This is an optimization exercise on Yosys and OpenROAD, whose aim is small area, a short achievable clock period and few clock cycles, not a production implementation.
Where RTL was checked, it was by simulation tests only, not by an equivalence proof against the original.
Only the layout flow was run in runs 1 to 3; the RTL was not checked for function there.
Power is estimated from default activity; no workload was simulated.

==> flow/design.v (outline; a module is shown in full before it is edited, if it fits) <==
// module ks_add32: 502 lines
// module ks_add16c: 196 lines
// module g_a222oi: 3 lines
// module g_a22oi: 3 lines
// module g_a22o: 3 lines
// module g_a21o: 3 lines
// module g_aoi21: 3 lines
// module g_oai21: 3 lines
// module g_nand4: 3 lines
// module g_nand3: 3 lines
// module g_nand2: 3 lines
// module g_nor2: 3 lines
// module g_or3: 3 lines
// module g_inv: 3 lines
// module g_xor2: 3 lines
// module g_xnor2: 3 lines
// module g_ha: 4 lines
// module g_and2: 3 lines
// module g_and3: 3 lines
// module g_mux2: 3 lines
// module g_a221o: 3 lines
// module g_pcsel: 3 lines
// module g_pcsel_lo: 3 lines
// module g_pcsel3: 3 lines
// module g_pcsel3_lo: 3 lines
// module g_pcsel5: 3 lines
// module g_pcsel5_lo: 3 lines
// module g_fdec: 17 lines
// module g_buf: 3 lines
// module g_rd32f: 15 lines
// module g_rd32: 14 lines
// module mips: 333 lines
module mips(
	input wire clk,
	input wire rst,
	output wire [31:0] INST_ADDR,
	input wire [31:0] INST_DATA,
	output wire [31:0] DMEM_ADDR,
	output wire DMEM_WE,
	output wire [31:0] DMEM_WDATA,
	input wire [31:0] DMEM_RDATA
	);
  // ...
==> flow/flow/run.sh <==
#!/bin/bash
set -euo pipefail
MARGIN=7
bash standard.sh synth > synth.log 2>&1
SYNTH_ODB=orfs/results/sky130hd/mips/base/1_synth.odb openroad -no_init -exit flow/downsize.tcl > downsize.log 2>&1
bash standard.sh SETUP_SLACK_MARGIN=$MARGIN MATCH_CELL_FOOTPRINT=0 "CTS_ARGS=-sink_clustering_enable -repair_clock_nets -dont_use_dummy_load -buf_list sky130_fd_sc_hd__clkbuf_8 -sink_clustering_size 20" finish > layout.log 2>&1
==> flow/flow/downsize.tcl <==
# Set every combinational cell that synthesis mapped to a larger drive
# strength back to its smallest variant; the timing repair later in the flow
# sizes up the cells that need it.
set odb $::env(SYNTH_ODB)
read_db $odb
set db [ord::get_db]
set n 0
foreach inst [[ord::get_db_block] getInsts] {
  set m [$inst getMaster]
  set name [$m getName]
  if {[regexp {^sky130_fd_sc_hd__(df|edf|sdf|dl|sdl|conb|tap|fill|decap|diode)} $name]} { continue }
  if {[regexp {^(sky130_fd_sc_hd__[a-z0-9]+)_([0-9]+)$} $name -> base size] && $size > 1} {
    foreach s {1 0} {
      set nm [$db findMaster ${base}_$s]
      if {$nm ne "NULL" && $nm ne ""} {
        $inst swapMaster $nm
        incr n
        break
      }
    }
  }
}
puts "downsized $n cells"
write_db $odb
==> flow/standard.sh <==
#!/bin/bash
# synth_recipe.tcl (not shown) runs the flow's synth.tcl, then flattens the netlist and writes it again
# the make line also repeats each setting of config.mk as NAME=value (left out here)
make -C /OpenROAD-flow-scripts/flow DESIGN_CONFIG=/design/flow/config.mk WORK_HOME=/design/flow/orfs CLKGATE_MAP_FILE= SYNTH_SCRIPT=/design/flow/synth_recipe.tcl "${@:-finish}"
==> flow/config.mk <==
export PLATFORM = sky130hd
export DESIGN_NAME = mips
export DESIGN_NICKNAME = mips
export VERILOG_FILES = /design/flow/design.v
export SDC_FILE = /design/flow/constraint.sdc
export NUM_CORES = 8
export LEC_CHECK = 0
export CAP_MARGIN = 20
export CORE_MARGIN = 2
export CORE_UTILIZATION = 40
export SLEW_MARGIN = 20
export SYNTH_HIERARCHICAL = 1
export SYNTH_MINIMUM_KEEP_SIZE = 0
==> flow/constraint.sdc <==
create_clock -name core_clock -period 10.0 [get_ports {clk}]
set_input_delay 2.0000 -clock core_clock [delete_from_list [all_inputs] [get_ports {clk}]]
set_output_delay 2.0000 -clock core_clock [all_outputs]
set_load 0.01 [all_outputs]
==> out/qor.yml, run 1 <==
finish:
  top_area_cell_class: "multi-input combinational cells"
  final-clk-cell-share: 0.0379
  buffers_excl_clock: 694
  final.signal_inverter_count: 105
  multi_input_combinational_area_share: 0.491
  clock_buffers: 230
  bufAreaShareNonClock: 0.0859
  regArea_um2: 29000
  layout_commonest_cell: "sky130_fd_sc_hd__dfxtp_1"
  largest_register_ffs: 992
  num-nets-final: 7556
grt:
  grt_use_met3: 0.162
  grt-ovfl-total: 0
  grt.busiest_layer: "met2"
  grt_max_degree: 60
floorplanning:
  core_um2: 164000
synthesis:
  synthesis.instances: 6770
  post_synth_instance_area_um2: 66100
pwr:
  leakage_nw: 33.0
  share_comb_of_total_power: 0.295
  ir_worst_vdd_mv: 0.174
  switching_share: 0.380
sta:
  post-route-worst-setup-slack_ps: 6480
  worst_hold_slack_ps: 450
  min_period_ps: 3520
  final_number_of_setup_violating_endpoints: 0
clock_tree:
  post_cts.repair.setup_buffers: 126
  clock_tree_from_tritoncts: "done"
  numClockSinks: 1400
  clock_tree.root_cell: "sky130_fd_sc_hd__clkbuf_8"
detailed_routing:
  detail-route-antenna-nets: 0
  routed.top_layer: "met5"
  drt-pass1-iter-count: 11
place:
  numPortBuffers: 162
  gp_congestion: 1.05
  dp.final_hpwl_um: 216000
  postPlaceCellArea_um2: 71200
worst_setup_path:
  critical_path_class: "flip-flop to output port"
  worst_path_largest_cell_delay_ps: 420
  cell_with_the_largest_stage_delay_on_the_worst_path: "sky130_fd_sc_hd__dfxtp_4"
  crit_path_max_fanout: 1
  critPathArrivalTime_ps: 1520
  worstRegToRegCells: 14
run_status:
  outcome: "complete, no violations"
flow_run:
  max_cap_viol_count: 0
==> module mips, before the edit <==
module mips(
	input wire clk,
	input wire rst,
	output wire [31:0] INST_ADDR,
	input wire [31:0] INST_DATA,
	output wire [31:0] DMEM_ADDR,
	output wire DMEM_WE,
	output wire [31:0] DMEM_WDATA,
	input wire [31:0] DMEM_RDATA
	);
	genvar gk, gb;
	reg  [31:0] pc;
	reg  [31:0] ras;
	reg         e_ld, e_st, e_br, e_bx, e_jr;      
	reg         e_rp;                    
	reg  [4:0]  e_rd;                    
	reg         e_fa_lo, e_fa_hi;
	reg         c_ab, c_mb, c_am, c_mm;
	reg         j_a, j_m;                
	reg         e_fb;                    
	reg         x_b, x_bn, x_m, x_mn, x_i, x_in;
	reg         h_b, h_br, h_m, h_mr;
	reg         e_sub;                   
	reg         s_m, s_a, s_c;
	reg         r_add, r_slt, r_and, r_or, r_xor, r_nor, r_srl, r_sll, r_b, r_l;
	reg         e_sra;
	reg  [4:0]  e_sa;
	reg  [31:0] e_a, e_b, e_imm, e_alt;
	reg         m_we, m_ld;
	reg  [4:0]  m_rd;
	reg  [31:0] m_res, m_wd;
	reg  [31:0] rf [1:31];
	reg  [31:1] rf_v;
	wire [31:0] fa = {{16{e_fa_hi}}, {16{e_fa_lo}}};
	wire [31:0] a = (fa & m_res) | (~fa & e_a);
	wire [31:0] bx = ({32{x_b}} & e_b) | ({32{x_bn}} & ~e_b)
	               | ({32{x_m}} & m_res) | ({32{x_mn}} & ~m_res)
	               | ({32{x_i}} & e_imm) | ({32{x_in}} & ~e_imm);
	wire [4:0]  sa = ({5{s_m}} & m_res[4:0]) | ({5{s_a}} & e_a[4:0]) | ({5{s_c}} & e_sa);
	wire [31:0] sum, p, g;
	ks_add32 add(.a(a), .b(bx), .cin(e_sub), .s(sum), .p(p), .g0(g));
	wire [31:0] pg = p | g;                           
	function automatic [31:0] rev32(input [31:0] x);
		integer k;
		for (k = 0; k < 32; k = k + 1) rev32[k] = x[31-k];
	endfunction
	wire [31:0] sh_in = ({32{h_b}} & e_b) | ({32{h_br}} & rev32(e_b))
	                  | ({32{h_m}} & m_res) | ({32{h_mr}} & rev32(m_res));
	wire        sh_fill = e_sra & bx[31];
	wire [32:0] sh_ext = $signed({sh_fill, sh_in}) >>> sa;
	wire [31:0] sr = sh_ext[31:0];
	wire [31:0] oth = ({32{r_and}} & g)
	                | ({32{r_or}}  & pg)
	                | ({32{r_xor}} & p)
	                | ({32{r_nor}} & ~pg)
	                | ({32{r_srl}} & sr)
	                | ({32{r_sll}} & rev32(sr))
	                | ({32{r_b}}   & bx)
	                | ({32{r_l}}   & e_alt);
	wire [31:0] alu;
	g_a221o r0(.a1(r_add), .a2(sum[0]), .b1(r_slt), .b2(sum[31]), .c1(oth[0]), .y(alu[0]));
	generate for (gb = 1; gb < 32; gb = gb + 1) begin : res
		g_a21o r(.a1(r_add), .a2(sum[gb]), .b1(oth[gb]), .y(alu[gb]));
	end endgenerate
	wire eq = (c_ab & (e_a == e_b)) | (c_mb & (m_res == e_b))
	        | (c_am & (e_a == m_res)) | c_mm;
	wire mis_br = e_br & (eq ^ e_bx);
	wire mis_jr = (j_a & (e_a != pc)) | (j_m & (m_res != pc));
	wire mis    = mis_br | mis_jr | e_rp;
	wire [31:0] redirect = e_jr ? a : e_alt;
	wire [31:0] m_val = m_ld ? DMEM_RDATA : m_res;
	wire m_w = (m_rd != 5'd0);
	always @(posedge clk) m_we <= ~rst & e_st;
	reg  [31:0] m_adr;
	wire [31:0] alu_o;
	generate for (gb = 0; gb < 32; gb = gb + 1) begin : aob
		g_buf b(.a(alu[gb]), .y(alu_o[gb]));
	end endgenerate
	always @(posedge clk) m_adr <= alu_o;
	assign DMEM_ADDR  = m_adr;
	assign DMEM_WE    = m_we;
	assign DMEM_WDATA = m_wd;
	wire [31:0] ins = INST_DATA;
	assign INST_ADDR = pc_o;
	wire [5:0]  op  = ins[31:26];
	wire [4:0]  rs  = ins[25:21];
	wire [4:0]  rt  = ins[20:16];
	wire [4:0]  rdf = ins[15:11];
	wire [4:0]  shamt = ins[10:6];
	wire [5:0]  fn  = ins[5:0];
	wire [15:0] imm = ins[15:0];
	wire is_r    = (op == 6'd0);
	wire is_jr   = is_r & (fn == 6'b001000);
	wire is_jalr = is_r & (fn == 6'b001001);
	wire is_j    = (op == 6'd2);
	wire is_jal  = (op == 6'd3);
	wire is_beq  = (op == 6'd4);
	wire is_bne  = (op == 6'd5);
	wire is_br   = is_beq | is_bne;
	wire is_lw   = (op == 6'b100011);
	wire is_sw   = (op == 6'b101011);
	wire is_ia   = (op[5:3] == 3'b001);           
	wire is_lui  = (op == 6'b001111);
	wire sh_const = is_r & (fn == 6'd0 || fn == 6'd2 || fn == 6'd3);
	wire sh_var   = is_r & (fn == 6'd4 || fn == 6'd6 || fn == 6'd7);
	wire uses_rs, uses_rt, d_jj, d_bt, d_jr, d_lk, d_pl;
	g_fdec fdec(.op(op), .fn(fn), .imm15(imm[15]), .jj(d_jj), .bt(d_bt), .jr(d_jr),
	            .lk(d_lk), .pl(d_pl), .urs(uses_rs), .urt(uses_rt));
	reg  [4:0] dst;
	always @(*) begin
		if (is_r) dst = is_jalr ? 5'd31 : rdf;
		else if (is_ia | is_lw) dst = rt;
		else if (is_jal) dst = 5'd31;
		else dst = 5'd0;
	end
	reg f_sub, f_add, f_slt, f_and, f_or, f_xor, f_nor, f_srl, f_sll, f_sra, f_b, f_l;
	always @(*) begin
		{f_sub, f_add, f_slt, f_and, f_or, f_xor, f_nor, f_srl, f_sll, f_sra, f_b, f_l} = 12'b0;
		if (is_r) begin
			case (fn)
				6'b100000, 6'b100001: f_add = 1'b1;
				6'b100010, 6'b100011: begin f_add = 1'b1; f_sub = 1'b1; end
				6'b101010, 6'b101011: begin f_slt = 1'b1; f_sub = 1'b1; end
				6'b100100: f_and = 1'b1;
				6'b100101: f_or = 1'b1;
				6'b100110: f_xor = 1'b1;
				6'b100111: f_nor = 1'b1;
				6'b000000, 6'b000100: f_sll = 1'b1;
				6'b000010, 6'b000110: f_srl = 1'b1;
				6'b000011, 6'b000111: begin f_srl = 1'b1; f_sra = 1'b1; end
				6'b001001: f_l = 1'b1;                  
				default: f_and = 1'b1;                  
			endcase
		end else begin
			case (op)
				6'b001000, 6'b001001, 6'b100011, 6'b101011: f_add = 1'b1;
				6'b001010, 6'b001011: begin f_slt = 1'b1; f_sub = 1'b1; end
				6'b001100: f_and = 1'b1;
				6'b001101: f_or = 1'b1;
				6'b001110: f_xor = 1'b1;
				6'b001111: f_b = 1'b1;                  
				default: f_l = 1'b1;                    
			endcase
		end
	end
	wire sext = (op == 6'b001000) | (op == 6'b001010) | is_lw | is_sw | is_br;
	wire [31:0] pc4 = pc + 32'd4;
	wire [31:0] immv = is_lui ? {imm, 16'b0} : {{16{sext & imm[15]}}, imm};
	wire ui = ~((is_r & ~is_jalr) | is_br);
	wire rs_m = m_w & (rs == m_rd);
	wire rt_m = m_w & (rt == m_rd);
	wire [31:1] rf_en;
	generate for (gk = 1; gk < 32; gk = gk + 1) begin : en
		assign rf_en[gk] = rf_v[gk] & (m_rd != gk);
	end endgenerate
	wire [4:0] rs_n, rt_n;
	wire [3:0] rs_h, rt_h;
	wire [7:0] rs_l, rt_l;
	generate for (gk = 0; gk < 5; gk = gk + 1) begin : lit
		g_inv ia(.a(rs[gk]), .y(rs_n[gk]));
		g_inv ib(.a(rt[gk]), .y(rt_n[gk]));
	end
	for (gk = 0; gk < 4; gk = gk + 1) begin : pdh
		g_and2 ha(.a(gk[1] ? rs[4] : rs_n[4]), .b(gk[0] ? rs[3] : rs_n[3]), .y(rs_h[gk]));
		g_and2 hb(.a(gk[1] ? rt[4] : rt_n[4]), .b(gk[0] ? rt[3] : rt_n[3]), .y(rt_h[gk]));
	end
	for (gk = 0; gk < 8; gk = gk + 1) begin : pdl
		g_and3 la(.a(gk[2] ? rs[2] : rs_n[2]), .b(gk[1] ? rs[1] : rs_n[1]), .c(gk[0] ? rs[0] : rs_n[0]), .y(rs_l[gk]));
		g_and3 lb(.a(gk[2] ? rt[2] : rt_n[2]), .b(gk[1] ? rt[1] : rt_n[1]), .c(gk[0] ? rt[0] : rt_n[0]), .y(rt_l[gk]));
	end endgenerate
	wire [31:0] sel_a, sel_b, sel_a2, sel_b2;
	generate for (gk = 1; gk < 32; gk = gk + 1) begin : sel
		g_and3 da(.a(rs_h[gk/8]), .b(rs_l[gk%8]), .c(rf_en[gk]), .y(sel_a[gk-1]));
		g_and3 db(.a(rt_h[gk/8]), .b(rt_l[gk%8]), .c(rf_en[gk]), .y(sel_b[gk-1]));
		g_and3 da2(.a(rs_l[gk%8]), .b(rs_h[gk/8]), .c(rf_en[gk]), .y(sel_a2[gk-1]));
		g_and3 db2(.a(rt_l[gk%8]), .b(rt_h[gk/8]), .c(rf_en[gk]), .y(sel_b2[gk-1]));
	end endgenerate
	assign sel_a2[31] = rs_m;
	assign sel_b2[31] = rt_m;
	assign sel_a[31] = rs_m;
	assign sel_b[31] = rt_m;
	wire [31:0] rs_val, rt_val;
	generate for (gb = 0; gb < 32; gb = gb + 1) begin : rdp
		wire [31:0] d;
		for (gk = 1; gk < 32; gk = gk + 1) begin : c
			assign d[gk-1] = rf[gk][gb];
		end
		assign d[31] = m_val[gb];
		g_rd32f ua(.s(gb < 16 ? sel_a : sel_a2), .d(d), .q(rs_val[gb]));
		g_rd32f ub(.s(gb < 16 ? sel_b : sel_b2), .d(d), .q(rt_val[gb]));
	end endgenerate
	wire e_w = (e_rd != 5'd0);
	wire rs_e = e_w & (rs == e_rd);
	wire rt_e = e_w & (rt == e_rd);
	wire rs_e2;
	g_buf fab(.a(rs_e), .y(rs_e2));       
	wire hazard = e_ld & ((uses_rs & rs_e) | (uses_rt & rt_e));
	wire adv = ~hazard & ~mis;        
	wire pred_t = is_bne | (is_beq & imm[15]);
	wire [15:0] blo;
	wire        bco;
	ks_add16c badd(.a(pc[17:2]), .b(imm), .cin(1'b1), .s(blo), .co(bco));
	wire [13:0] hi = pc[31:18];
	wire [13:0] hi_p = hi + 14'd1;
	wire [13:0] hi_m = hi - 14'd1;
	wire [13:0] bx0 = imm[15] ? hi : hi_p;        
	wire [13:0] bx1 = imm[15] ? hi_m : hi;        
	wire [13:0] bhi;
	generate for (gb = 0; gb < 14; gb = gb + 1) begin : bsel
		g_mux2 m(.a0(bx1[gb]), .a1(bx0[gb]), .s(bco), .y(bhi[gb]));
	end endgenerate
	wire [31:0] btgt = {bhi, blo, pc[1:0]};
	wire [31:0] jt = {pc4[31:28], ins[25:0], 2'b00};
	wire s_mis = mis;
	wire s_bt  = ~mis & d_bt;
	wire s_j   = ~mis & d_jj;
	wire s_jr  = ~mis & d_jr;
	wire s_seq = ~mis & ~d_bt & ~d_jj & ~d_jr;
	wire [31:0] pc_d;
	generate for (gb = 0; gb < 14; gb = gb + 1) begin : pch
		g_pcsel5 m(.sm(s_mis), .r(redirect[18+gb]), .sb(s_bt), .c(bco), .b1(bx0[gb]), .b0(bx1[gb]),
		           .sj(s_j), .j(jt[18+gb]), .sr(s_jr), .q(ras[18+gb]), .ss(s_seq), .f(pc4[18+gb]),
		           .y(pc_d[18+gb]));
	end
	for (gb = 0; gb < 16; gb = gb + 1) begin : pcl
		g_pcsel5_lo m(.sm(s_mis), .r(redirect[2+gb]), .sb(s_bt), .b(blo[gb]),
		              .sj(s_j), .j(jt[2+gb]), .sr(s_jr), .q(ras[2+gb]), .ss(s_seq), .f(pc4[2+gb]),
		              .y(pc_d[2+gb]));
	end
	for (gb = 0; gb < 2; gb = gb + 1) begin : pcb
		g_pcsel5_lo m(.sm(s_mis), .r(redirect[gb]), .sb(s_bt), .b(pc[gb]),
		              .sj(s_j), .j(jt[gb]), .sr(s_jr), .q(ras[gb]), .ss(s_seq), .f(pc4[gb]),
		              .y(pc_d[gb]));
	end endgenerate
	reg [31:0] pc_o;
	wire [31:0] pc_od;
	generate for (gb = 0; gb < 32; gb = gb + 1) begin : pob
		g_buf b(.a(pc_d[gb]), .y(pc_od[gb]));
	end endgenerate
	always @(posedge clk) pc_o <= rst ? 32'b0 : pc_od;
	always @(posedge clk or posedge rst) begin
		if (rst) begin
			pc <= 32'b0;
			ras <= 32'b0;
		end else begin
			pc <= pc_d;
			if (d_lk) ras <= pc4;
		end
	end
	always @(posedge clk or posedge rst) begin
		if (rst) begin
			{e_ld, e_st, e_br, e_bx, e_jr, e_rp} <= 6'b0;
			{j_a, j_m} <= 2'b0;
			e_rd <= 5'd0;
			m_ld <= 1'b0;
			m_rd <= 5'd0;
		end else begin
			if (adv) begin
				e_ld <= is_lw;
				e_st <= is_sw;
				e_br <= is_br;
				e_bx <= is_bne ^ pred_t;
				e_jr <= is_jr | is_jalr;
				j_a <= (is_jr | is_jalr) & ~rs_e;
				j_m <= (is_jr | is_jalr) & rs_e;
				e_rd <= dst;
				e_rp <= 1'b0;
			end else begin
				e_rp <= hazard & ~mis;
				{e_ld, e_st, e_br, e_bx, e_jr} <= 5'b0;
				{j_a, j_m} <= 2'b0;
				e_rd <= 5'd0;
			end
			m_ld <= e_ld;
			m_rd <= e_rd;
		end
	end
	always @(posedge clk) begin
		e_fa_lo <= rs_e;
		e_fa_hi <= rs_e2;
		c_ab  <= ~rs_e & ~rt_e;
		c_mb  <= rs_e & ~rt_e;
		c_am  <= ~rs_e & rt_e;
		c_mm  <= rs_e & rt_e;
		e_fb  <= rt_e;
		x_b   <= ~ui & ~rt_e & ~f_sub;
		x_bn  <= ~ui & ~rt_e & f_sub;
		x_m   <= ~ui & rt_e & ~f_sub;
		x_mn  <= ~ui & rt_e & f_sub;
		x_i   <= ui & ~f_sub;
		x_in  <= ui & f_sub;
		h_b   <= ~rt_e & ~f_sll;
		h_br  <= ~rt_e & f_sll;
		h_m   <= rt_e & ~f_sll;
		h_mr  <= rt_e & f_sll;
		e_sub <= f_sub;
		s_m   <= sh_var & rs_e;
		s_a   <= sh_var & ~rs_e;
		s_c   <= ~sh_var;
		e_sa  <= shamt;
		r_add <= f_add;
		r_slt <= f_slt;
		r_and <= f_and;
		r_or  <= f_or;
		r_xor <= f_xor;
		r_nor <= f_nor;
		r_srl <= f_srl;
		r_sll <= f_sll;
		e_sra <= f_sra;
		r_b   <= f_b;
		r_l   <= f_l;
		e_a   <= rs_val;
		e_b   <= rt_val;
		e_imm <= immv;
		e_alt <= ({32{hazard}} & pc) | ({32{~hazard & d_pl}} & pc4)
		       | ({32{~hazard & ~d_pl}} & btgt);
		m_res <= alu;
		m_wd  <= e_fb ? m_res : e_b;
	end
	always @(posedge clk or posedge rst) begin
		if (rst) rf_v <= 31'b0;
		else if (m_w) rf_v[m_rd] <= 1'b1;
	end
	generate for (gk = 1; gk < 32; gk = gk + 1) begin : wr
		wire we = (m_rd == gk);
		wire wen = ~we;
		for (gb = 0; gb < 32; gb = gb + 1) begin : b
			wire nx;
			g_a22o m(.a1(we), .a2(m_val[gb]), .b1(wen), .b2(rf[gk][gb]), .y(nx));
			always @(posedge clk) rf[gk][gb] <= nx;
		end
	end endgenerate
endmodule
==> run 2, diff against run 1 <==
--- a/flow/design.v
+++ b/flow/design.v
@@ -752,42 +752,4 @@
 	assign y = s ? a1 : a0;
 endmodule
-module g_a221o(input a1, a2, b1, b2, c1, output y);
-	assign y = (a1 & a2) | (b1 & b2) | c1;
-endmodule
-module g_pcsel(input sm, r, sh, p, sb, c, b1, b0, so, o, output y);
-	assign y = (sm & r) | (sh & p) | (sb & c & b1) | (sb & ~c & b0) | (so & o);
-endmodule
-module g_pcsel_lo(input sm, r, sh, p, sb, b, so, o, output y);
-	assign y = (sm & r) | (sh & p) | (sb & b) | (so & o);
-endmodule
-module g_pcsel3(input sm, r, sb, c, b1, b0, so, o, output y);
-	assign y = (sm & r) | (sb & c & b1) | (sb & ~c & b0) | (so & o);
-endmodule
-module g_pcsel3_lo(input sm, r, sb, b, so, o, output y);
-	assign y = (sm & r) | (sb & b) | (so & o);
-endmodule
-module g_pcsel5(input sm, r, sb, c, b1, b0, sj, j, sr, q, ss, f, output y);
-	assign y = (sm & r) | (sb & c & b1) | (sb & ~c & b0) | (sj & j) | (sr & q) | (ss & f);
-endmodule
-module g_pcsel5_lo(input sm, r, sb, b, sj, j, sr, q, ss, f, output y);
-	assign y = (sm & r) | (sb & b) | (sj & j) | (sr & q) | (ss & f);
-endmodule
-module g_fdec(input [5:0] op, input [5:0] fn, input imm15,
-              output jj, output bt, output jr, output lk, output pl,
-              output urs, output urt);
-	wire r = (op == 6'd0);
-	wire beq = (op == 6'd4), bne = (op == 6'd5);
-	wire jalr = r & (fn == 6'b001001);
-	wire shc = r & (fn == 6'd0 || fn == 6'd2 || fn == 6'd3);
-	wire ia = (op[5:3] == 3'b001), lui = (op == 6'b001111);
-	wire lw = (op == 6'b100011), sw = (op == 6'b101011);
-	assign jj = (op[5:1] == 5'b00001);                   
-	assign bt = bne | (beq & imm15);                      
-	assign jr = r & (fn == 6'b001000);
-	assign lk = (op == 6'd3) | jalr;                      
-	assign pl = bt | lk;                                  
-	assign urs = (r & ~shc) | (ia & ~lui) | lw | sw | beq | bne;
-	assign urt = (r & ~jalr) | sw | beq | bne;
-endmodule
 module g_buf(input a, output y);
 	assign y = a;
@@ -837,5 +799,4 @@
 	reg  [31:0] ras;
 	reg         e_ld, e_st, e_br, e_bx, e_jr;      
-	reg         e_rp;                    
 	reg  [4:0]  e_rd;                    
 	reg         e_fa_lo, e_fa_hi;
@@ -847,8 +808,9 @@
 	reg         e_sub;                   
 	reg         s_m, s_a, s_c;
-	reg         r_add, r_slt, r_and, r_or, r_xor, r_nor, r_srl, r_sll, r_b, r_l;
+	reg         r_add, r_slt, r_and, r_or, r_xor, r_nor, r_srl, r_sll, r_b;
 	reg         e_sra;
 	reg  [4:0]  e_sa;
-	reg  [31:0] e_a, e_b, e_imm, e_alt;
+	reg  [31:0] e_a, e_b;
+	reg  [31:0] e_x;
 	reg         m_we, m_ld;
 	reg  [4:0]  m_rd;
@@ -860,5 +822,5 @@
 	wire [31:0] bx = ({32{x_b}} & e_b) | ({32{x_bn}} & ~e_b)
 	               | ({32{x_m}} & m_res) | ({32{x_mn}} & ~m_res)
-	               | ({32{x_i}} & e_imm) | ({32{x_in}} & ~e_imm);
+	               | ({32{x_i}} & e_x) | ({32{x_in}} & ~e_x);
 	wire [4:0]  sa = ({5{s_m}} & m_res[4:0]) | ({5{s_a}} & e_a[4:0]) | ({5{s_c}} & e_sa);
 	wire [31:0] sum, p, g;
@@ -874,5 +836,6 @@
 	wire [32:0] sh_ext = $signed({sh_fill, sh_in}) >>> sa;
 	wire [31:0] sr = sh_ext[31:0];
-	wire [31:0] oth = ({32{r_and}} & g)
+	wire [31:0] oth = ({32{r_slt}} & {31'b0, sum[31]})
+	                | ({32{r_and}} & g)
 	                | ({32{r_or}}  & pg)
 	                | ({32{r_xor}} & p)
@@ -880,9 +843,7 @@
 	                | ({32{r_srl}} & sr)
 	                | ({32{r_sll}} & rev32(sr))
-	                | ({32{r_b}}   & bx)
-	                | ({32{r_l}}   & e_alt);
+	                | ({32{r_b}}   & bx);
 	wire [31:0] alu;
-	g_a221o r0(.a1(r_add), .a2(sum[0]), .b1(r_slt), .b2(sum[31]), .c1(oth[0]), .y(alu[0]));
-	generate for (gb = 1; gb < 32; gb = gb + 1) begin : res
+	generate for (gb = 0; gb < 32; gb = gb + 1) begin : res
 		g_a21o r(.a1(r_add), .a2(sum[gb]), .b1(oth[gb]), .y(alu[gb]));
 	end endgenerate
@@ -891,20 +852,13 @@
 	wire mis_br = e_br & (eq ^ e_bx);
 	wire mis_jr = (j_a & (e_a != pc)) | (j_m & (m_res != pc));
-	wire mis    = mis_br | mis_jr | e_rp;
-	wire [31:0] redirect = e_jr ? a : e_alt;
+	wire mis    = mis_br | mis_jr;
+	wire [31:0] redirect = e_jr ? a : e_x;
 	wire [31:0] m_val = m_ld ? DMEM_RDATA : m_res;
 	wire m_w = (m_rd != 5'd0);
-	always @(posedge clk) m_we <= ~rst & e_st;
-	reg  [31:0] m_adr;
-	wire [31:0] alu_o;
-	generate for (gb = 0; gb < 32; gb = gb + 1) begin : aob
-		g_buf b(.a(alu[gb]), .y(alu_o[gb]));
-	end endgenerate
-	always @(posedge clk) m_adr <= alu_o;
-	assign DMEM_ADDR  = m_adr;
+	assign DMEM_ADDR  = m_res;
 	assign DMEM_WE    = m_we;
 	assign DMEM_WDATA = m_wd;
 	wire [31:0] ins = INST_DATA;
-	assign INST_ADDR = pc_o;
+	assign INST_ADDR = pc;
 	wire [5:0]  op  = ins[31:26];
 	wire [4:0]  rs  = ins[25:21];
@@ -928,7 +882,6 @@
 	wire sh_const = is_r & (fn == 6'd0 || fn == 6'd2 || fn == 6'd3);
 	wire sh_var   = is_r & (fn == 6'd4 || fn == 6'd6 || fn == 6'd7);
-	wire uses_rs, uses_rt, d_jj, d_bt, d_jr, d_lk, d_pl;
-	g_fdec fdec(.op(op), .fn(fn), .imm15(imm[15]), .jj(d_jj), .bt(d_bt), .jr(d_jr),
-	            .lk(d_lk), .pl(d_pl), .urs(uses_rs), .urt(uses_rt));
+	wire uses_rs = (is_r & ~sh_const) | (is_ia & ~is_lui) | is_lw | is_sw | is_br;
+	wire uses_rt = (is_r & ~is_jalr) | is_sw | is_br;
 	reg  [4:0] dst;
 	always @(*) begin
@@ -938,7 +891,7 @@
 		else dst = 5'd0;
 	end
-	reg f_sub, f_add, f_slt, f_and, f_or, f_xor, f_nor, f_srl, f_sll, f_sra, f_b, f_l;
+	reg f_sub, f_add, f_slt, f_and, f_or, f_xor, f_nor, f_srl, f_sll, f_sra, f_b;
 	always @(*) begin
-		{f_sub, f_add, f_slt, f_and, f_or, f_xor, f_nor, f_srl, f_sll, f_sra, f_b, f_l} = 12'b0;
+		{f_sub, f_add, f_slt, f_and, f_or, f_xor, f_nor, f_srl, f_sll, f_sra, f_b} = 11'b0;
 		if (is_r) begin
 			case (fn)
@@ -953,5 +906,5 @@
 				6'b000010, 6'b000110: f_srl = 1'b1;
 				6'b000011, 6'b000111: begin f_srl = 1'b1; f_sra = 1'b1; end
-				6'b001001: f_l = 1'b1;                  
+				6'b001001: f_b = 1'b1;                  
 				default: f_and = 1'b1;                  
 			endcase
@@ -963,6 +916,5 @@
 				6'b001101: f_or = 1'b1;
 				6'b001110: f_xor = 1'b1;
-				6'b001111: f_b = 1'b1;                  
-				default: f_l = 1'b1;                    
+				default: f_b = 1'b1;                    
 			endcase
 		end
@@ -970,5 +922,7 @@
 	wire sext = (op == 6'b001000) | (op == 6'b001010) | is_lw | is_sw | is_br;
 	wire [31:0] pc4 = pc + 32'd4;
-	wire [31:0] immv = is_lui ? {imm, 16'b0} : {{16{sext & imm[15]}}, imm};
+	wire [31:0] immv = is_lui ? {imm, 16'b0} :
+	                   (is_jal | is_jalr) ? pc4 :
+	                   {{16{sext & imm[15]}}, imm};
 	wire ui = ~((is_r & ~is_jalr) | is_br);
 	wire rs_m = m_w & (rs == m_rd);
@@ -1019,6 +973,6 @@
 	wire rs_e2;
 	g_buf fab(.a(rs_e), .y(rs_e2));       
-	wire hazard = e_ld & ((uses_rs & rs_e) | (uses_rt & rt_e));
-	wire adv = ~hazard & ~mis;        
+	wire stall = e_ld & ((uses_rs & rs_e) | (uses_rt & rt_e));
+	wire adv = ~stall & ~mis;         
 	wire pred_t = is_bne | (is_beq & imm[15]);
 	wire [15:0] blo;
@@ -1035,32 +989,11 @@
 	end endgenerate
 	wire [31:0] btgt = {bhi, blo, pc[1:0]};
-	wire [31:0] jt = {pc4[31:28], ins[25:0], 2'b00};
-	wire s_mis = mis;
-	wire s_bt  = ~mis & d_bt;
-	wire s_j   = ~mis & d_jj;
-	wire s_jr  = ~mis & d_jr;
-	wire s_seq = ~mis & ~d_bt & ~d_jj & ~d_jr;
-	wire [31:0] pc_d;
-	generate for (gb = 0; gb < 14; gb = gb + 1) begin : pch
-		g_pcsel5 m(.sm(s_mis), .r(redirect[18+gb]), .sb(s_bt), .c(bco), .b1(bx0[gb]), .b0(bx1[gb]),
-		           .sj(s_j), .j(jt[18+gb]), .sr(s_jr), .q(ras[18+gb]), .ss(s_seq), .f(pc4[18+gb]),
-		           .y(pc_d[18+gb]));
-	end
-	for (gb = 0; gb < 16; gb = gb + 1) begin : pcl
-		g_pcsel5_lo m(.sm(s_mis), .r(redirect[2+gb]), .sb(s_bt), .b(blo[gb]),
-		              .sj(s_j), .j(jt[2+gb]), .sr(s_jr), .q(ras[2+gb]), .ss(s_seq), .f(pc4[2+gb]),
-		              .y(pc_d[2+gb]));
+	reg [31:0] npc;
+	always @(*) begin
+		if (is_j | is_jal) npc = {pc4[31:28], ins[25:0], 2'b00};
+		else if (is_br & pred_t) npc = btgt;
+		else if (is_jr) npc = ras;
+		else npc = pc4;
 	end
-	for (gb = 0; gb < 2; gb = gb + 1) begin : pcb
-		g_pcsel5_lo m(.sm(s_mis), .r(redirect[gb]), .sb(s_bt), .b(pc[gb]),
-		              .sj(s_j), .j(jt[gb]), .sr(s_jr), .q(ras[gb]), .ss(s_seq), .f(pc4[gb]),
-		              .y(pc_d[gb]));
-	end endgenerate
-	reg [31:0] pc_o;
-	wire [31:0] pc_od;
-	generate for (gb = 0; gb < 32; gb = gb + 1) begin : pob
-		g_buf b(.a(pc_d[gb]), .y(pc_od[gb]));
-	end endgenerate
-	always @(posedge clk) pc_o <= rst ? 32'b0 : pc_od;
 	always @(posedge clk or posedge rst) begin
 		if (rst) begin
@@ -1068,13 +1001,15 @@
 			ras <= 32'b0;
 		end else begin
-			pc <= pc_d;
-			if (d_lk) ras <= pc4;
+			if (mis) pc <= redirect;
+			else if (~stall) pc <= npc;
+			if (is_jal | is_jalr) ras <= pc4;
 		end
 	end
 	always @(posedge clk or posedge rst) begin
 		if (rst) begin
-			{e_ld, e_st, e_br, e_bx, e_jr, e_rp} <= 6'b0;
+			{e_ld, e_st, e_br, e_bx, e_jr} <= 5'b0;
 			{j_a, j_m} <= 2'b0;
 			e_rd <= 5'd0;
+			m_we <= 1'b0;
 			m_ld <= 1'b0;
 			m_rd <= 5'd0;
@@ -1089,11 +1024,10 @@
 				j_m <= (is_jr | is_jalr) & rs_e;
 				e_rd <= dst;
-				e_rp <= 1'b0;
 			end else begin
-				e_rp <= hazard & ~mis;
 				{e_ld, e_st, e_br, e_bx, e_jr} <= 5'b0;
 				{j_a, j_m} <= 2'b0;
 				e_rd <= 5'd0;
 			end
+			m_we <= e_st;
 			m_ld <= e_ld;
 			m_rd <= e_rd;
@@ -1133,10 +1067,7 @@
 		e_sra <= f_sra;
 		r_b   <= f_b;
-		r_l   <= f_l;
 		e_a   <= rs_val;
 		e_b   <= rt_val;
-		e_imm <= immv;
-		e_alt <= ({32{hazard}} & pc) | ({32{~hazard & d_pl}} & pc4)
-		       | ({32{~hazard & ~d_pl}} & btgt);
+		e_x   <= is_br ? (pred_t ? pc4 : btgt) : immv;
 		m_res <= alu;
 		m_wd  <= e_fb ? m_res : e_b;
==> flow/flow/run.sh (replaced) <==
#!/bin/bash
set -euo pipefail
MARGIN=6.5
bash standard.sh synth > synth.log 2>&1
SYNTH_ODB=orfs/results/sky130hd/mips/base/1_synth.odb openroad -no_init -exit flow/presize.tcl > presize.log 2>&1
bash standard.sh SETUP_SLACK_MARGIN=$MARGIN "CTS_ARGS=-sink_clustering_enable -repair_clock_nets -dont_use_dummy_load -buf_list sky130_fd_sc_hd__clkbuf_8 -sink_clustering_size 20" "BUFFER_PORTS_ARGS=-buffer_cell sky130_fd_sc_hd__buf_4" finish > layout.log 2>&1
==> flow/flow/presize.tcl (new file) <==
# Initial sizing of the cells after the standard synthesis (flip-flops keep
# their type, only their drive strength may change):
# each cell gets the drive strength its fanout asks for (smallest for one or
# a few loads, larger for wide nets); timing repair later in the flow sizes
# up what still needs it.
set odb $::env(SYNTH_ODB)
read_db $odb
set db [ord::get_db]
set n 0
foreach inst [[ord::get_db_block] getInsts] {
  set m [$inst getMaster]
  set name [$m getName]
  if {[regexp {^sky130_fd_sc_hd__(edf|sdf|dl|sdl|conb|tap|fill|decap|diode|clk)} $name]} { continue }
  if {![regexp {^(sky130_fd_sc_hd__[a-z0-9]+)_([0-9]+)$} $name -> base size]} { continue }
  set fo 0
  foreach it [$inst getITerms] {
    if {[$it isOutputSignal]} {
      set net [$it getNet]
      if {$net ne "NULL" && $net ne ""} {
        set fo [expr {max($fo, [llength [$net getITerms]] + [llength [$net getBTerms]] - 1)}]
      }
    }
  }
  if {$fo >= 16} { set want {4 2 1 0} } elseif {$fo >= 8} { set want {2 1 0} } else { set want {1 0} }
  foreach s $want {
    set nm [$db findMaster ${base}_$s]
    if {$nm ne "NULL" && $nm ne ""} {
      if {[$nm getName] ne $name} { $inst swapMaster $nm; incr n }
      break
    }
  }
}
puts "resized $n cells"
write_db $odb
removed: flow/flow/downsize.tcl
==> run 2 against run 1 <==
- still clean on timing, DRC and antenna
- clock-buffer cell count fell by 10
- clock power fell by 5.0%
- wire length fell by 7.4%
- via count fell by 7.6%
- sequential share of layout area rose by 1.2 points
- fmax fell by 3.2%
- global-route usage fell by 0.58 points
- critical endpoint is now INST_ADDR[22]
==> out/qor.yml, run 2 <==
run_status:
  outcome: "complete, no violations"
pwr:
  powerDensity_nw_per_um2: 184
  leakage_nw: 29.2  # -11%
  ir_worst_vdd_mv: 0.132  # -24%
worst_setup_path:
  critical_path_class: "flip-flop to output port"
  critPathArrivalTime_ps: 1640  # +120 ps
  cell_with_the_largest_stage_delay_on_the_worst_path: "sky130_fd_sc_hd__dfrtp_4"
  rr_startpoint: "m_res[1]"
  worstRegToRegCells: 11  # -3
  crit_chain: "buf_6"
  worstSetupStartpointType: "flip-flop"
  crit_path_max_fanout: 2  # +1
  timing.critical_path.buf_inv: 1
  endpoint_kind: "output port"
  r2r_slack_ps: 6370
  cpLargestDelayFamily: "flip-flops"
  timing.critical_path.required_ps: 8000
  r2r_path_end: "m_res[2]"
  worst_path_largest_cell_delay_ps: 540  # +120 ps
grt:
  grt_pass1_wl_um: 457000
  grt-ovfl-total: 0  # unchanged
  grt_antenna_before_repair: 18
  first_global_vias: 59200
  grt_max_degree: 61  # +1.7%
  grt_usage: 0.385
clock_tree:
  max-clock-path-buffers: 3
  cts_buffers: 220
  numClockSinks: 1302  # -7.0%
  path_clk_slew_ps: 60
  clock_tree_from_tritoncts: "done"
  clock_latency_ps: 960
  clock_tree.root_cell: "sky130_fd_sc_hd__clkbuf_8"
  ctsHtreeMaxLevel: 4
floorplanning:
  floorplan.die.height_um: 406
  die_area_um2: 165000
  starting_density_of_the_core: 0.402
  core_um2: 161000  # -2.3%
  top_level_i_o_count: 163
  core.rowCount: 147
  floorplan.die.width_um: 406
sta:
  finalHoldViolCount: 0
  totalNegativeSetupSlack_ps: 0
  post-route-worst-setup-slack_ps: 6360  # -117 ps
  final_max_slew_violation_count: 0
  final_number_of_setup_violating_endpoints: 0  # unchanged
  fin_worst_skew_ps: 106
  min_period_over_period: 0.364
  worst_hold_slack_ps: 441  # -9.06 ps
  min_period_ps: 3640  # +117 ps
  worst_slew_pin_slew_ps: 1180
  timing.max_slew.rel_slack: 0.210
  maxClockFrequency_mhz: 275
  grt_setup_unrepaired: "yes"
place:
  dp.final_hpwl_um: 207000  # -4.1%
  place_worst_setup_slack_ps: 4910
  postPlaceCellArea_um2: 68500  # -3.8%
  numPortBuffers: 162  # unchanged
  gp_congestion: 1.03  # -1.2%
finish:
  top_register: "rf"
  final_cell_area_um2: 74900
  num-nets-final: 7033  # -6.9%
  post_route_cells_drive_above_1_share: 0.178
  areaGrowthSynthToFinish_pct: 16.0
  largest_register_ffs: 992  # unchanged
  fillers: 15200
  layout_commonest_cell: "sky130_fd_sc_hd__dfxtp_1"
  final_core_util: 0.467
  top_library_cells_by_usage_in_the_layout_fill_and_taps_aside: "sky130_fd_sc_hd__dfxtp_1 (1131), sky130_fd_sc_hd__a22oi_1 (1113), sky130_fd_sc_hd__a22o_1 (1014), sky130_fd_sc_hd__nor2_1 (310), sky130_fd_sc_hd__buf_4 (305)"
hold_path:
  hold_class: "flip-flop to flip-flop"
  hold-path-cell-count: 0
  worst_hold_startpoint: "e_st"
  hold_path_end: "m_we"
detailed_routing:
  drcViolationCount: 0
  wl_um: 336000
  detail-route-antenna-nets: 0  # unchanged
  detailroute.via_count: 65600
  drt-pass1-iter-count: 9  # -2
  initialDrtViolationCount: 11600
  drt-wirelength-per-cell_um: 37.1
  vias_per_cell: 7.23
synthesis:
  synth_warnings: 9
  post_synth_instance_area_um2: 64600  # -2.2%
  syn-mean-instance-area_um2: 9.91
  synthesis.instances: 6519  # -3.7%
flow_run:
  max_cap_viol_count: 0  # unchanged
==> run 2: worst max-delay path by stage <==
| stage | from | to | slack (ps) | cells after the start |
|---|---|---|---|---|
| floorplan | INST_DATA[0] | pc[22] | 5900 | 11 |
| global placement | INST_DATA[27] | pc[7] | 4900 | 9 |
| detailed placement | INST_DATA[27] | pc[7] | 4910 | 9 |
| CTS | pc[22] | INST_ADDR[22] | 6310 | 1 |
| global route | pc[22] | INST_ADDR[22] | 6330 | 1 |
| finish | pc[22] | INST_ADDR[22] | 6360 | 1 |
==> run 2: layer usage <==
layer	vias to the layer above	global-route usage	routed length, um
li1	26900	-	-
met1	32500	0.519	133000
met2	5217	0.534	135000
met3	994	0.143	48600
met4	16	0.195	19800
met5	-	0	113
==> run 2: report_power, final <==
group	switching (mW)	total, mW	internal, mW	leakage [nW]
clock	2.09	4.01	1.92	1.58
combinational	2.08	3.45	1.37	16.5
sequential	0.541	6.33	5.79	11.1
==> run 2: per-stage QoR <==
step / cells / total power, mW
2_1_floorplan: 6520 / 8.01
3_3_place_gp: 8661 / 9.08
3_5_place_dp: 8661 / 9.12
4_1_cts: 9013 / 13.4
5_1_grt: 9065 / 14.1
6_report: 9070 / 13.8
==> run 2: cell type report <==
| cell class | count | area [um2] | share of cell area |
|---|---|---|---|
| repair buffers | 412 | 3890 | 0.0519 |
| well taps | 2160 | 2700 | 0.0361 |
| inverters | 77 | 375 | 0.00501 |
| flip-flops and latches | 1302 | 26900 | 0.359 |
| multi-input cells | 4891 | 38000 | 0.507 |
| diodes | 8 | 20.0 | 0.000267 |
| clock buffers | 220 | 3030 | 0.0404 |
==> run 2: timing repair <==
item | CTS | global route
hold endpoints to repair | 0 | 0
resized for setup | 321 | 196
endpoints found under the setup margin | 252 | 240
setup buffers | 119 | 39
hold buffers | 0 | 0
pin swaps | 14 | 37
cloned | 13 | 10
==> run 3, diff against run 2 <==
--- a/flow/design.v
+++ b/flow/design.v
@@ -752,4 +752,7 @@
 	assign y = s ? a1 : a0;
 endmodule
+module g_a221o(input a1, a2, b1, b2, c1, output y);
+	assign y = (a1 & a2) | (b1 & b2) | c1;
+endmodule
 module g_buf(input a, output y);
 	assign y = a;
@@ -799,4 +802,5 @@
 	reg  [31:0] ras;
 	reg         e_ld, e_st, e_br, e_bx, e_jr;      
+	reg         e_cst;                   
 	reg  [4:0]  e_rd;                    
 	reg         e_fa_lo, e_fa_hi;
@@ -823,5 +827,12 @@
 	               | ({32{x_m}} & m_res) | ({32{x_mn}} & ~m_res)
 	               | ({32{x_i}} & e_x) | ({32{x_in}} & ~e_x);
-	wire [4:0]  sa = ({5{s_m}} & m_res[4:0]) | ({5{s_a}} & e_a[4:0]) | ({5{s_c}} & e_sa);
+	wire [4:0]  sa;
+	generate for (gb = 0; gb < 5; gb = gb + 1) begin : sam
+		wire n0, n1, n2;
+		g_nand2 u0(.a(s_m), .b(m_res[gb]), .y(n0));
+		g_nand2 u1(.a(s_a), .b(e_a[gb]), .y(n1));
+		g_nand2 u2(.a(s_c), .b(e_sa[gb]), .y(n2));
+		g_nand3 u3(.a(n0), .b(n1), .c(n2), .y(sa[gb]));
+	end endgenerate
 	wire [31:0] sum, p, g;
 	ks_add32 add(.a(a), .b(bx), .cin(e_sub), .s(sum), .p(p), .g0(g));
@@ -836,6 +847,5 @@
 	wire [32:0] sh_ext = $signed({sh_fill, sh_in}) >>> sa;
 	wire [31:0] sr = sh_ext[31:0];
-	wire [31:0] oth = ({32{r_slt}} & {31'b0, sum[31]})
-	                | ({32{r_and}} & g)
+	wire [31:0] oth = ({32{r_and}} & g)
 	                | ({32{r_or}}  & pg)
 	                | ({32{r_xor}} & p)
@@ -845,5 +855,6 @@
 	                | ({32{r_b}}   & bx);
 	wire [31:0] alu;
-	generate for (gb = 0; gb < 32; gb = gb + 1) begin : res
+	g_a221o r0(.a1(r_add), .a2(sum[0]), .b1(r_slt), .b2(sum[31]), .c1(oth[0]), .y(alu[0]));
+	generate for (gb = 1; gb < 32; gb = gb + 1) begin : res
 		g_a21o r(.a1(r_add), .a2(sum[gb]), .b1(oth[gb]), .y(alu[gb]));
 	end endgenerate
@@ -851,5 +862,5 @@
 	        | (c_am & (e_a == m_res)) | c_mm;
 	wire mis_br = e_br & (eq ^ e_bx);
-	wire mis_jr = (j_a & (e_a != pc)) | (j_m & (m_res != pc));
+	wire mis_jr = e_jr & ((j_a & (e_a != pc)) | (j_m & (m_res != pc)));
 	wire mis    = mis_br | mis_jr;
 	wire [31:0] redirect = e_jr ? a : e_x;
@@ -920,4 +931,6 @@
 		end
 	end
+	wire f_cst = is_lui | (((op == 6'b001000) | (op == 6'b001001) | (op == 6'b001101) |
+	                        (op == 6'b001110)) & (rs == 5'd0));
 	wire sext = (op == 6'b001000) | (op == 6'b001010) | is_lw | is_sw | is_br;
 	wire [31:0] pc4 = pc + 32'd4;
@@ -947,13 +960,9 @@
 		g_and3 lb(.a(gk[2] ? rt[2] : rt_n[2]), .b(gk[1] ? rt[1] : rt_n[1]), .c(gk[0] ? rt[0] : rt_n[0]), .y(rt_l[gk]));
 	end endgenerate
-	wire [31:0] sel_a, sel_b, sel_a2, sel_b2;
+	wire [31:0] sel_a, sel_b;
 	generate for (gk = 1; gk < 32; gk = gk + 1) begin : sel
 		g_and3 da(.a(rs_h[gk/8]), .b(rs_l[gk%8]), .c(rf_en[gk]), .y(sel_a[gk-1]));
 		g_and3 db(.a(rt_h[gk/8]), .b(rt_l[gk%8]), .c(rf_en[gk]), .y(sel_b[gk-1]));
-		g_and3 da2(.a(rs_l[gk%8]), .b(rs_h[gk/8]), .c(rf_en[gk]), .y(sel_a2[gk-1]));
-		g_and3 db2(.a(rt_l[gk%8]), .b(rt_h[gk/8]), .c(rf_en[gk]), .y(sel_b2[gk-1]));
 	end endgenerate
-	assign sel_a2[31] = rs_m;
-	assign sel_b2[31] = rt_m;
 	assign sel_a[31] = rs_m;
 	assign sel_b[31] = rt_m;
@@ -965,6 +974,6 @@
 		end
 		assign d[31] = m_val[gb];
-		g_rd32f ua(.s(gb < 16 ? sel_a : sel_a2), .d(d), .q(rs_val[gb]));
-		g_rd32f ub(.s(gb < 16 ? sel_b : sel_b2), .d(d), .q(rt_val[gb]));
+		g_rd32f ua(.s(sel_a), .d(d), .q(rs_val[gb]));
+		g_rd32f ub(.s(sel_b), .d(d), .q(rt_val[gb]));
 	end endgenerate
 	wire e_w = (e_rd != 5'd0);
@@ -989,8 +998,10 @@
 	end endgenerate
 	wire [31:0] btgt = {bhi, blo, pc[1:0]};
+	wire cst_hit = rs_e & e_cst;
 	reg [31:0] npc;
 	always @(*) begin
 		if (is_j | is_jal) npc = {pc4[31:28], ins[25:0], 2'b00};
 		else if (is_br & pred_t) npc = btgt;
+		else if ((is_jr | is_jalr) & cst_hit) npc = e_x;
 		else if (is_jr) npc = ras;
 		else npc = pc4;
@@ -1009,5 +1020,4 @@
 		if (rst) begin
 			{e_ld, e_st, e_br, e_bx, e_jr} <= 5'b0;
-			{j_a, j_m} <= 2'b0;
 			e_rd <= 5'd0;
 			m_we <= 1'b0;
@@ -1021,10 +1031,7 @@
 				e_bx <= is_bne ^ pred_t;
 				e_jr <= is_jr | is_jalr;
-				j_a <= (is_jr | is_jalr) & ~rs_e;
-				j_m <= (is_jr | is_jalr) & rs_e;
 				e_rd <= dst;
 			end else begin
 				{e_ld, e_st, e_br, e_bx, e_jr} <= 5'b0;
-				{j_a, j_m} <= 2'b0;
 				e_rd <= 5'd0;
 			end
@@ -1037,4 +1044,7 @@
 		e_fa_lo <= rs_e;
 		e_fa_hi <= rs_e2;
+		j_a   <= ~rs_e;
+		j_m   <= rs_e;
+		e_cst <= f_cst;
 		c_ab  <= ~rs_e & ~rt_e;
 		c_mb  <= rs_e & ~rt_e;
==> flow/flow/run.sh (replaced) <==
#!/bin/bash
set -euo pipefail
MARGIN=6.5
bash standard.sh synth > synth.log 2>&1
SYNTH_ODB=orfs/results/sky130hd/mips/base/1_synth.odb openroad -no_init -exit flow/presize.tcl > presize.log 2>&1
bash standard.sh SETUP_SLACK_MARGIN=$MARGIN "CTS_ARGS=-sink_clustering_enable -repair_clock_nets -dont_use_dummy_load -buf_list sky130_fd_sc_hd__clkbuf_8 -sink_clustering_size 20" finish > layout.log 2>&1
--- a/flow/config.mk
+++ b/flow/config.mk
@@ -9,4 +9,5 @@
 export CORE_MARGIN = 2
 export CORE_UTILIZATION = 40
+export PLACE_DENSITY = 0.7
 export SLEW_MARGIN = 20
 export SYNTH_HIERARCHICAL = 1
==> run 3 against run 2 <==
- still clean
- fmax is 3.1% lower
- wire length grew 0.65%
- clock power fell by 4%
- power up 1.5%
- flip-flop and latch count did not move
- global-route usage shrank 0.99 points
- setup slack worse by 120 ps
- final cell count up 0.40%
- sequential power increased by 2%
- critical path type is now input pin to flip-flop
- critical endpoint is now e_a[19]
- largest power group unchanged
==> out/qor.yml, run 3 <==
run_status:
  outcome: "complete, no violations"
detailed_routing:
  drt-wirelength-per-cell_um: 37.2  # +0.25%
  detail-route-antenna-nets: 0  # unchanged
  vias_per_cell: 7.44  # +2.8%
  detailroute.via_count: 67700  # +3.2%
  initialDrtViolationCount: 13300  # +14%
  drt-pass1-iter-count: 9  # unchanged
  drcViolationCount: 0  # unchanged
  wl_um: 338000  # +0.65%
pwr:
  powerDensity_nw_per_um2: 187  # +1.7%
  finalPower_mw: 14.0  # +1.5%
  ir_worst_vdd_mv: 0.151  # +15%
  leakage_nw: 29.3  # +0.13%
finish:
  regArea_um2: 26800  # -0.22%
  layout_commonest_cell: "sky130_fd_sc_hd__dfxtp_1"
  multi_input_area_um2: 38500  # +1.2%
  post_route_cells_drive_above_1_share: 0.160  # -0.0174
  areaGrowthSynthToFinish_pct: 15.6
  final_core_util: 0.466  # -0.000694
  instances_no_fill: 9106  # +0.40%
  largest_register_ffs: 992  # unchanged
  top_register: "rf"
  top_library_cells_by_usage_in_the_layout_fill_and_taps_aside: "sky130_fd_sc_hd__dfxtp_1 (1143), sky130_fd_sc_hd__a22oi_1 (1130), sky130_fd_sc_hd__a22o_1 (1000), sky130_fd_sc_hd__nand2_1 (325), sky130_fd_sc_hd__nor2_1 (310)"
  fillers: 15000  # -1.1%
  num-nets-final: 7066  # +0.47%
clock_tree:
  cts_buffers: 208  # -5.5%
  clock_tree.root_cell: "sky130_fd_sc_hd__clkbuf_8"
  ctsHtreeMaxLevel: 4  # unchanged
  clock_tree_from_tritoncts: "done"
  numClockSinks: 1302  # unchanged
  path_clk_slew_ps: 60  # about the same
  max-clock-path-buffers: 3  # unchanged
  postCtsHoldBufs: 0  # unchanged
  clock_latency_ps: 1010  # +50 ps
worst_setup_path:
  r2r_slack_ps: 6310  # -60 ps
  crit_chain: "buf_2 -> and3_1 -> and3_2 -> a22oi_1 -> nand4_1 -> nor2_1 -> nand2_1"
  timing.critical_path.required_ps: 10880  # +2880 ps
  cell_with_the_largest_stage_delay_on_the_worst_path: "sky130_fd_sc_hd__and3_1"
  critical_path_class: "input pin to flip-flop"
  cpLargestDelayFamily: "simple AND/OR/NAND/NOR gates"
  worstSetupStartpointType: "input pin"
  critPathArrivalTime_ps: 4640  # +3000 ps
  crit_path_max_fanout: 16  # +14
  worst_path_largest_cell_delay_ps: 820  # +280 ps
  timing.critical_path.buf_inv: 1  # unchanged
  endpoint_kind: "flip-flop"
synthesis:
  synthesis.instances: 6551  # +0.49%
  synth_warnings: 9  # unchanged
  post_synth_instance_area_um2: 64700  # +0.18%
  syn-mean-instance-area_um2: 9.88  # -0.31%
grt:
  grt_antenna_before_repair: 22  # +4
  grt_usage: 0.375  # -0.00986
  grt_max_degree: 72  # +18%
  first_global_vias: 60500  # +2.3%
  grt.busiest_layer: "met2"
  gr_met2_demand_resource: 0.529  # -0.00542
  use_met1: 0.475  # -0.0442
  grt_use_met3: 0.139  # -0.00417
  grt-ovfl-total: 0  # unchanged
  grt_pass1_wl_um: 452000  # -0.99%
sta:
  timing.max_slew.rel_slack: 0.192  # -0.0174
  final_number_of_setup_violating_endpoints: 0  # unchanged
  final_max_slew_violation_count: 0  # unchanged
  min_period_ps: 3760  # +118 ps
  totalNegativeSetupSlack_ps: 0  # unchanged
  worst_slew_pin_slew_ps: 1200  # +11.9 ps
  fin_worst_skew_ps: 99.8  # -6.05 ps
  min_period_over_period: 0.376  # +0.0118
  maxClockFrequency_mhz: 266  # -3.1%
  finalHoldViolCount: 0  # unchanged
  grt_setup_unrepaired: "yes"
place:
  gp_congestion: 1.06  # +2.8%
  numPortBuffers: 162  # unchanged
  dp.final_hpwl_um: 196000  # -5.3%
  placed_cells: 8676  # +0.17%
floorplanning:
  starting_density_of_the_core: 0.403  # +0.000717
  floorplan.die.width_um: 406  # about the same
  top_level_i_o_count: 163  # unchanged
  floorplan.die.height_um: 406  # about the same
  core_um2: 161000  # unchanged
  core.rowCount: 147  # unchanged
  die_area_um2: 165000  # +0.17%
flow_run:
  max_cap_viol_count: 0  # unchanged
hold_path:
  hold_class: "flip-flop to flip-flop"
-- run 3: cell count changes in the layout (fill, tap and decap cells not counted), sizes merged, moves of 34 or more --
cell / previous run / this run
xnor2: 64 / 133
xor2: 223 / 154
buf: 404 / 344
nor2: 345 / 392
and3: 155 / 116
nand2: 318 / 352
-- run 3: timing repair --
action	CTS	global route
setup endpoints to repair	346	179
setup buffers	121	43
gates resized for setup	910	181
gates cloned	14	33
pin swaps	26	73
-- run 3: stage by stage --
step / hold WS (ps) / worst slack (ps) / cell area (um2)
2_1_floorplan: 331 / 5920 / 65100
3_3_place_gp: 333 / 4090 / 68700
3_5_place_dp: 336 / 3960 / 68700
4_1_cts: 349 / 6310 / 73800
5_1_grt: 352 / 6340 / 74800
6_report: 345 / 6240 / 74800
-- run 3: power by group --
part / switching [mW] / internal (mW)
Clock: 2.05 / 1.82
Combinational: 2.25 / 1.45
Sequential: 0.590 / 5.84
-- run 3: worst paths after layout --
check | from | to | cells after the start
worst min-delay path | e_st | m_we | 0
worst max register to register | m_rd[1] | e_a[1] | 10
worst min register to register | e_st | m_we | 0
worst max-delay path | INST_DATA[21] | e_a[19] | 7
min in group asynchronous | rst | pc[9] | 2
max in group asynchronous | rst | pc[27] | 3
-- run 3: per-layer routing --
| layer | vias to the layer above | wire length, um |
|---|---|---|
| met5 | - | 289 |
| met1 | 32400 | 118000 |
| met2 | 6568 | 133000 |
| li1 | 27100 | - |
| met4 | 26 | 32900 |
| met3 | 1641 | 53700 |
-- run 3: area by class of cell --
cell class	count	area share
Tap cell	2160	0.0361
Sequential cell	1302	0.359
Antenna cell	11	0.000368
Timing Repair Buffer	394	0.0475
Clock buffer	208	0.0383
Multi-Input combinational cell	4955	0.514
Inverter	76	0.00497
==> run 4, diff against run 3 <==
--- a/flow/design.v
+++ b/flow/design.v
@@ -743,7 +743,4 @@
 	assign c = a & b;
 endmodule
-module g_and2(input a, b, output y);
-	assign y = a & b;
-endmodule
 module g_and3(input a, b, c, output y);
 	assign y = a & b & c;
@@ -945,19 +942,6 @@
 		assign rf_en[gk] = rf_v[gk] & (m_rd != gk);
 	end endgenerate
-	wire [4:0] rs_n, rt_n;
-	wire [3:0] rs_h, rt_h;
-	wire [7:0] rs_l, rt_l;
-	generate for (gk = 0; gk < 5; gk = gk + 1) begin : lit
-		g_inv ia(.a(rs[gk]), .y(rs_n[gk]));
-		g_inv ib(.a(rt[gk]), .y(rt_n[gk]));
-	end
-	for (gk = 0; gk < 4; gk = gk + 1) begin : pdh
-		g_and2 ha(.a(gk[1] ? rs[4] : rs_n[4]), .b(gk[0] ? rs[3] : rs_n[3]), .y(rs_h[gk]));
-		g_and2 hb(.a(gk[1] ? rt[4] : rt_n[4]), .b(gk[0] ? rt[3] : rt_n[3]), .y(rt_h[gk]));
-	end
-	for (gk = 0; gk < 8; gk = gk + 1) begin : pdl
-		g_and3 la(.a(gk[2] ? rs[2] : rs_n[2]), .b(gk[1] ? rs[1] : rs_n[1]), .c(gk[0] ? rs[0] : rs_n[0]), .y(rs_l[gk]));
-		g_and3 lb(.a(gk[2] ? rt[2] : rt_n[2]), .b(gk[1] ? rt[1] : rt_n[1]), .c(gk[0] ? rt[0] : rt_n[0]), .y(rt_l[gk]));
-	end endgenerate
+	wire [3:0] rs_h = 4'b1 << rs[4:3], rt_h = 4'b1 << rt[4:3];
+	wire [7:0] rs_l = 8'b1 << rs[2:0], rt_l = 8'b1 << rt[2:0];
 	wire [31:0] sel_a, sel_b;
 	generate for (gk = 1; gk < 32; gk = gk + 1) begin : sel
==> flow/flow/run.sh (replaced) <==
#!/bin/bash
set -euo pipefail
MARGIN=6.5
bash standard.sh synth > synth.log 2>&1
SYNTH_ODB=orfs/results/sky130hd/mips/base/1_synth.odb openroad -no_init -exit flow/presize.tcl > presize.log 2>&1
bash standard.sh SETUP_SLACK_MARGIN=$MARGIN "CTS_ARGS=-sink_clustering_enable -repair_clock_nets -dont_use_dummy_load -buf_list sky130_fd_sc_hd__clkbuf_8 -sink_clustering_size 20" "BUFFER_PORTS_ARGS=-buffer_cell sky130_fd_sc_hd__buf_4" finish > layout.log 2>&1
==> run 4 against run 3 <==
- critical path depth unchanged
- largest cell class unchanged
- sequential power is 2% lower
- clock-buffer cell count increased by 3
- still clean on timing, DRC and antenna
- register-to-register slack got worse by 20 ps
- cell area shrank 0.51%
- clock power rose by 1%
- synthesized cell count grew 0.20%
- final cell count fell by 0.47%
- global-route usage up 0.92 points
- critical endpoint is now e_a[27]
- via count rose by 0.31%
==> out/qor.yml, run 4 <==
finish:
  fillers: 15000  # +0.26%
  post_route_cells_drive_above_1_share: 0.159  # -0.000932
  largest_register_ffs: 992  # unchanged
  top_register: "rf"
  layout_commonest_cell: "sky130_fd_sc_hd__dfxtp_1"
  top_library_cells_by_usage_in_the_layout_fill_and_taps_aside: "sky130_fd_sc_hd__dfxtp_1 (1134), sky130_fd_sc_hd__a22oi_1 (1102), sky130_fd_sc_hd__a22o_1 (1008), sky130_fd_sc_hd__nor2_1 (354), sky130_fd_sc_hd__nand2_1 (298)"
  num-nets-final: 7025  # -0.58%
  final_core_util: 0.464  # -0.00236
  areaGrowthSynthToFinish_pct: 15.0
sta:
  min_period_over_period: 0.378  # +0.00209
  finalHoldViolCount: 0  # unchanged
  final_number_of_setup_violating_endpoints: 0  # unchanged
  fin_worst_skew_ps: 132  # +32.5 ps
  min_period_ps: 3780  # +20.9 ps
  maxClockFrequency_mhz: 265  # -0.55%
  final_max_slew_violation_count: 0  # unchanged
  totalNegativeSetupSlack_ps: 0  # unchanged
  worst_slew_pin_slew_ps: 1000  # -192 ps
  grt_setup_unrepaired: "yes"
  timing.max_slew.rel_slack: 0.312  # +0.119
grt:
  grt_antenna_before_repair: 18  # -18%
  grt-ovfl-total: 0  # unchanged
  grt_max_degree: 70  # -2.8%
  grt_pass1_wl_um: 462000  # +2.1%
  first_global_vias: 62200  # +2.7%
  grt_usage: 0.385  # +0.00920
detailed_routing:
  initialDrtViolationCount: 12800  # -3.3%
  detailroute.via_count: 67900  # +0.31%
  vias_per_cell: 7.50  # +0.78%
  drt-pass1-iter-count: 16  # +7
  wl_um: 339000  # +0.27%
  detail-route-antenna-nets: 0  # unchanged
  drcViolationCount: 0  # unchanged
  drt-wirelength-per-cell_um: 37.4  # +0.75%
clock_tree:
  ctsHtreeMaxLevel: 4  # unchanged
  clock_latency_ps: 1010  # about the same
  max-clock-path-buffers: 3  # unchanged
  clock_tree.root_cell: "sky130_fd_sc_hd__clkbuf_8"
  postCtsHoldBufs: 0  # unchanged
  clock_tree_from_tritoncts: "done"
  cts_buffers: 211  # +1.4%
  path_clk_slew_ps: 60  # about the same
  numClockSinks: 1302  # unchanged
place:
  numPortBuffers: 162  # unchanged
  gp_congestion: 1.08  # +1.9%
  dp.final_hpwl_um: 198000  # +0.87%
pwr:
  power.clock.fraction: 0.284  # +0.008
  share_comb_of_total_power: 0.255  # -0.009
  total_switching_power_mw: 4.68  # -4.2%
  ir_worst_vdd_mv: 0.151  # -0.53%
  leakage_nw: 28.6  # -2.3%
  cellInternalPower_mw: 9.04  # -0.78%
  powerDensity_nw_per_um2: 184  # -1.5%
  switching_share: 0.341  # -0.00793
  share_seq_of_total_power: 0.461  # about the same
floorplanning:
  top_level_i_o_count: 163  # unchanged
  floorplan.die.height_um: 406  # about the same
  die_area_um2: 165000  # about the same
  floorplan.die.width_um: 406  # about the same
  starting_density_of_the_core: 0.403  # about the same
  core.rowCount: 147  # unchanged
  core_um2: 161000  # unchanged
worst_setup_path:
  cell_with_the_largest_stage_delay_on_the_worst_path: "sky130_fd_sc_hd__nor3_2"
  critPathArrivalTime_ps: 4620  # -20 ps
  worstRegToRegCells: 11  # +1
  worstSetupPathDepth: 7  # unchanged
  crit_chain: "buf_4 -> nor3_2 -> and3_4 -> a22oi_1 -> nand4_1 -> nor2_1 -> nand2_1"
  critical_path_class: "input pin to flip-flop"
  worst_path_largest_cell_delay_ps: 820  # about the same
  endpoint_kind: "flip-flop"
  worstSetupStartpointType: "input pin"
  timing.critical_path.required_ps: 10840  # -40 ps
  cpLargestDelayFamily: "simple AND/OR/NAND/NOR gates"
  crit_path_max_fanout: 32  # +16
  timing.critical_path.buf_inv: 1  # unchanged
synthesis:
  synthesis.instances: 6564  # +0.20%
  post_synth_instance_area_um2: 64700  # about the same
  syn-mean-instance-area_um2: 9.86  # -0.16%
  synth_warnings: 9  # unchanged
flow_run:
  max_cap_viol_count: 0  # unchanged
hold_path:
  hold_class: "flip-flop to flip-flop"
  hold-path-cell-count: 0  # unchanged
run_status:
  outcome: "complete, no violations"
run 4: per-stage QoR:
step           setup slack (ps)  power, mW  instance area, um2  instances  hold WS [ps]
5_1_grt                    6310       14.0               74400       9056           380
4_1_cts                    6290       13.3               73300       9005           347
3_5_place_dp               4670       9.16               68500       8689           336
6_report                   6220       13.7               74400       9063           347
2_1_floorplan              5830       8.08               65400       6565           331
3_3_place_gp               4610       9.12               68500       8689           370
run 4: area by class of cell:
| class | count | area [um2] | area share |
|---|---|---|---|
| timing repair buffer | 381 | 3510 | 0.0472 |
| antenna | 9 | 22.5 | 0.000303 |
| clock buffer | 211 | 2900 | 0.0390 |
| sequential | 1302 | 26800 | 0.360 |
| multi-input combinational | 4928 | 38100 | 0.512 |
| tap | 2160 | 2700 | 0.0363 |
| inverter | 71 | 373 | 0.00501 |
| timing repair inverter | 1 | 5.00 | 0.0000672 |
run 4: routing by layer:
layer / global-route usage / share of wire / vias up
met2: 0.554 / 0.40 / 6514
met4: 0.285 / 0.096 / 22
met5: 0 / 0.00078 / -
li1: - / - / 27000
met1: 0.464 / 0.35 / 32600
met3: 0.147 / 0.15 / 1804
run 4: worst paths after layout:
path	end	start	slack [ps]
setup reg to reg	e_a[13]	m_rd[1]	6290
hold reg to reg	m_we	e_st	350
min in group asynchronous	pc[6]	rst	1080
setup / recovery	e_a[27]	INST_DATA[21]	6220
max in group asynchronous	rf_v[6]	rst	7330
hold / removal	m_we	e_st	350
run 4: power by group through the flow:
stage,Sequential (mW),Clock [mW],Combinational [mW]
global route,6.36,4.07,3.60
global placement,6.57,0,2.55
floorplan,6.22,0,1.86
finish,6.32,3.90,3.50
detailed placement,6.59,0,2.57
CTS,6.28,3.87,3.15
run 4: repair_timing:
item,4_1_cts,5_1_grt
endpoints found under the setup margin,256,188
buffers inserted,97,36
pin swaps,9,41
resized for setup,323,182
cloned,8,13
Testbench counts of run 4, summed over its fixed seeds: cycles 74,576.

==> static timing again, ports no longer ideal <==
In the flow no input, the clock included, has a driving cell. The finished layouts below were timed again as built, in two steps. Step 1, drivers: a clkbuf_16 drives clk and a buf_2 each remaining input, both assumed. Step 2 adds t to the input delays and takes it off the output delays; t is the mean of the earliest and latest rising clock arrival at the registers after step 1. Input paths then give back, and output paths get back, about the clock's delay inside the block. a / b / c = ideal ports / drivers / drivers and shift; a / b = the first two.
| run | shift t [ns] | slack for setup (ns) | worst slew at a driven data input, ns |
|---|---|---|---|
| run 1 | 1.043 | 6.477 / 6.388 / 5.707 | 0.18 |
| run 2 | 1.014 | 6.360 / 6.270 / 5.412 | 0.14 |
| run 3 | 1.031 | 6.243 / 6.224 / 5.193 | 0.15 |
| run 4 | 1.030 | 6.222 / 6.219 / 5.212 | 0.18 |
After both steps setup and hold are still met in every run listed. The setup slack of run 3, which loses most, moves by -0.019 ns with the drivers and by -1.050 ns with both steps.
